Source: an optimization exercise on an open RTL-to-GDS flow (aim: small area, a short achievable clock period and few clock cycles per item). Production flows keep margins and buffers that such runs may drop. No activity file was given, so power comes from the tool's default toggle rates.

## run A
==> flow/design.v <==
module alu_design(clock,reset,A,B,start_op,op_sel,result,end_op);
	localparam IN_WIDTH = 16;
	localparam OUT_WIDTH = 32;
	localparam OP_WIDTH = 3;
	input logic clock,reset;
	input logic [IN_WIDTH - 1 : 0] A;
	input logic [IN_WIDTH - 1 : 0] B;
	input logic start_op;
	input [OP_WIDTH - 1 : 0] op_sel;
	output logic [OUT_WIDTH - 1 : 0] result;
	output logic end_op;
	logic [2:0] cnt;           
	wire is_mul = op_sel[2] & ~op_sel[0];
	wire is_sub = ~op_sel[2] & op_sel[1] & ~op_sel[0];
	wire [15:0] src = (cnt == 3'd0) ? B : result[15:0];
	wire [1:0] dig = src[1:0];
	wire [15:0] hi = (cnt == 3'd0) ? 16'd0 : result[31:16];
	wire        sub = op_sel[1] & ~op_sel[0];
	wire [15:0] x  = hi | (~B & {16{sub}});
	wire [15:0] y  = A & {16{~op_sel[2] | dig[0]}};
	wire [16:0] z  = op_sel[2] ? {A & {16{dig[1]}}, 1'b0} : {1'b0, B & {16{~sub}}};
	wire [16:0] s  = {1'b0, x ^ y} ^ z;
	wire [16:0] c  = ({1'b0, x & y}) | ({1'b0, x ^ y} & z);
	wire [17:0] sum = 18'(s) + 18'({c, is_sub});
	logic [31:0] res_d;
	always_comb begin
		if (op_sel[2])
			res_d = op_sel[0] ? {16'd0, A & B} : {sum, src[15:2]};
		else if (op_sel[1] & op_sel[0])
			res_d = {16'd0, s[15:0]};
		else if (op_sel[1])
			res_d = {{16{~sum[16]}}, sum[15:0]};
		else if (op_sel[0])
			res_d = {15'd0, sum[16:0]};
		else
			res_d = 32'd0;
	end
	always_ff @(posedge clock)
		result <= res_d;
	always_ff @(posedge clock or posedge reset)
	begin
		if (reset) begin
			end_op <= 1'b0;
			cnt    <= 3'd0;
		end
		else if (start_op) begin
			end_op <= ~is_mul | (cnt == 3'd7);
			cnt    <= (is_mul && cnt != 3'd7) ? cnt + 3'd1 : 3'd0;
		end
		else begin
			end_op <= 1'b0;
			cnt    <= 3'd0;
		end
	end
endmodule
export LEC_CHECK = 0
export CAP_MARGIN = 20
export CORE_MARGIN = 2
export CORE_UTILIZATION = 40
export SETUP_SLACK_MARGIN = 3
export SLEW_MARGIN = 20
create_clock -name core_clock -period 8.5 [get_ports {clock}]
standard.sh (not shown) runs the stock make flow with config.mk's settings and CLKGATE_MAP_FILE= SYNTH_SCRIPT=/design/flow/synth_recipe.tcl, a recipe that flattens the netlist after the stock synthesis.
==> flow/flow/run.sh <==
#!/bin/bash
# The standard layout, with the port buffers made from the smallest
# buffer cell instead of the flow's default choice.
set -euo pipefail
bash standard.sh BUFFER_PORTS_ARGS="-buffer_cell sky130_fd_sc_hd__buf_1" finish > standard_flow.log 2>&1
What run B does differently from run A at the input level:
==> flow/design.v <==
module alu_design(clock,reset,A,B,start_op,op_sel,result,end_op);
	localparam IN_WIDTH = 16;
	localparam OUT_WIDTH = 32;
	localparam OP_WIDTH = 3;
	input logic clock,reset;
	input logic [IN_WIDTH - 1 : 0] A;
	input logic [IN_WIDTH - 1 : 0] B;
	input logic start_op;
	input [OP_WIDTH - 1 : 0] op_sel;
	output logic [OUT_WIDTH - 1 : 0] result;
	output logic end_op;
	logic [1:0] cnt;           
	logic       bp;            
	wire is_mul = op_sel[2] & ~op_sel[0];
	wire is_sub = ~op_sel[2] & op_sel[1] & ~op_sel[0];
	wire first  = (cnt == 2'd0);
	wire last   = (cnt == 2'd3);
	wire [15:0] src = first ? B : result[15:0];
	wire        bm1 = ~first & bp;
	wire one0 = src[0] ^ bm1;
	wire two0 = (src[1] & ~src[0] & ~bm1) | (~src[1] & src[0] & bm1);
	wire one1 = src[2] ^ src[1];
	wire two1 = (src[3] & ~src[2] & ~src[1]) | (~src[3] & src[2] & src[1]);
	wire one0_e = ~is_mul | one0;
	wire two0_e = is_mul & two0;
	wire neg0_e = is_mul & src[1];
	wire one1_e = is_mul & one1;
	wire two1_e = is_mul & two1;
	wire neg1_e = is_mul & src[3];
	wire [16:0] mag0 = ({1'b0, A} & {17{one0_e}}) | ({A, 1'b0} & {17{two0_e}});
	wire [16:0] mag1 = ({1'b0, A} & {17{one1_e}}) | ({A, 1'b0} & {17{two1_e}});
	wire [19:0] row0 = {{3{neg0_e}}, mag0 ^ {17{neg0_e}}};
	wire [19:0] row1 = {neg1_e, mag1 ^ {17{neg1_e}}, 2'b00};
	wire [15:0] hi = first ? 16'd0 : result[31:16];
	wire [19:0] x  = is_mul ? {{4{hi[15]}}, hi} : {4'd0, B ^ {16{is_sub}}};
	wire        fix = is_mul & last & src[3];
	wire [19:0] w  = {A & {16{fix}}, 1'b0, neg1_e, 1'b0, is_mul ? neg0_e : is_sub};
	wire [19:0] s   = x ^ row0 ^ row1;
	wire [19:0] c   = (x & row0) | (x & row1) | (row0 & row1);
	wire [19:0] sum = s + {c[18:0], 1'b0} + w;
	logic [31:0] res_d;
	always_comb begin
		if (op_sel[2])
			res_d = op_sel[0] ? {16'd0, c[15:0]} : {sum, src[15:4]};
		else if (op_sel[1] & op_sel[0])
			res_d = {16'd0, s[15:0]};
		else if (op_sel[1])
			res_d = {{16{~sum[16]}}, sum[15:0]};
		else if (op_sel[0])
			res_d = {15'd0, sum[16:0]};
		else
			res_d = 32'd0;
	end
	always_ff @(posedge clock) begin
		result <= res_d;
		bp     <= src[3];
	end
	always_ff @(posedge clock or posedge reset)
	begin
		if (reset) begin
			end_op <= 1'b0;
			cnt    <= 2'd0;
		end
		else if (start_op) begin
			end_op <= ~is_mul | last;
			cnt    <= is_mul ? cnt + 2'd1 : 2'd0;
		end
		else begin
			end_op <= 1'b0;
			cnt    <= 2'd0;
		end
	end
endmodule
[summary]
The multiplexer share of the synthesized area on run A is in line with that on run B.
Global-route usage over all layers for run B: 5.1 points up relative to run A
Run B vs run A — sum of internal, switching and leakage power rose about 110%.
Run B vs run A, combinational cell fraction of total power went up by 20 points.
Delta (run B minus run A): cell-internal power went up by about 100%, setup slack moved down.
No functional check of the RTL was part of any run of this note.

## static timing again, ports no longer ideal
The flow's constraints put no driver on any port. The routed layouts listed below were extracted and timed again, unchanged, in two steps.
Step 1 sets driving cells, clkbuf_16 on the clock port and buf_2 on the other inputs (assumed; they add their load-dependent delay and slew).
Step 2 also shifts input and output timing later by t, the mid clock arrival at the registers, as if the neighbouring blocks saw the same clock.
a / b / c = ideal / step 1 / step 2; a / b = the first two.
run | t (ns) | setup WS [ns] | slew at the worst register clock pin (ns)
run A | 0.321 | 3.228 / 3.236 / 2.915 | 0.08 / 0.08
run B | 0.322 | 2.634 / 2.631 / 2.309 | 0.06 / 0.06
After both steps setup and hold are still met in every run listed. For run B, which loses most, drivers alone change the setup slack by -0.003 ns; drivers and shift together by -0.325 ns.
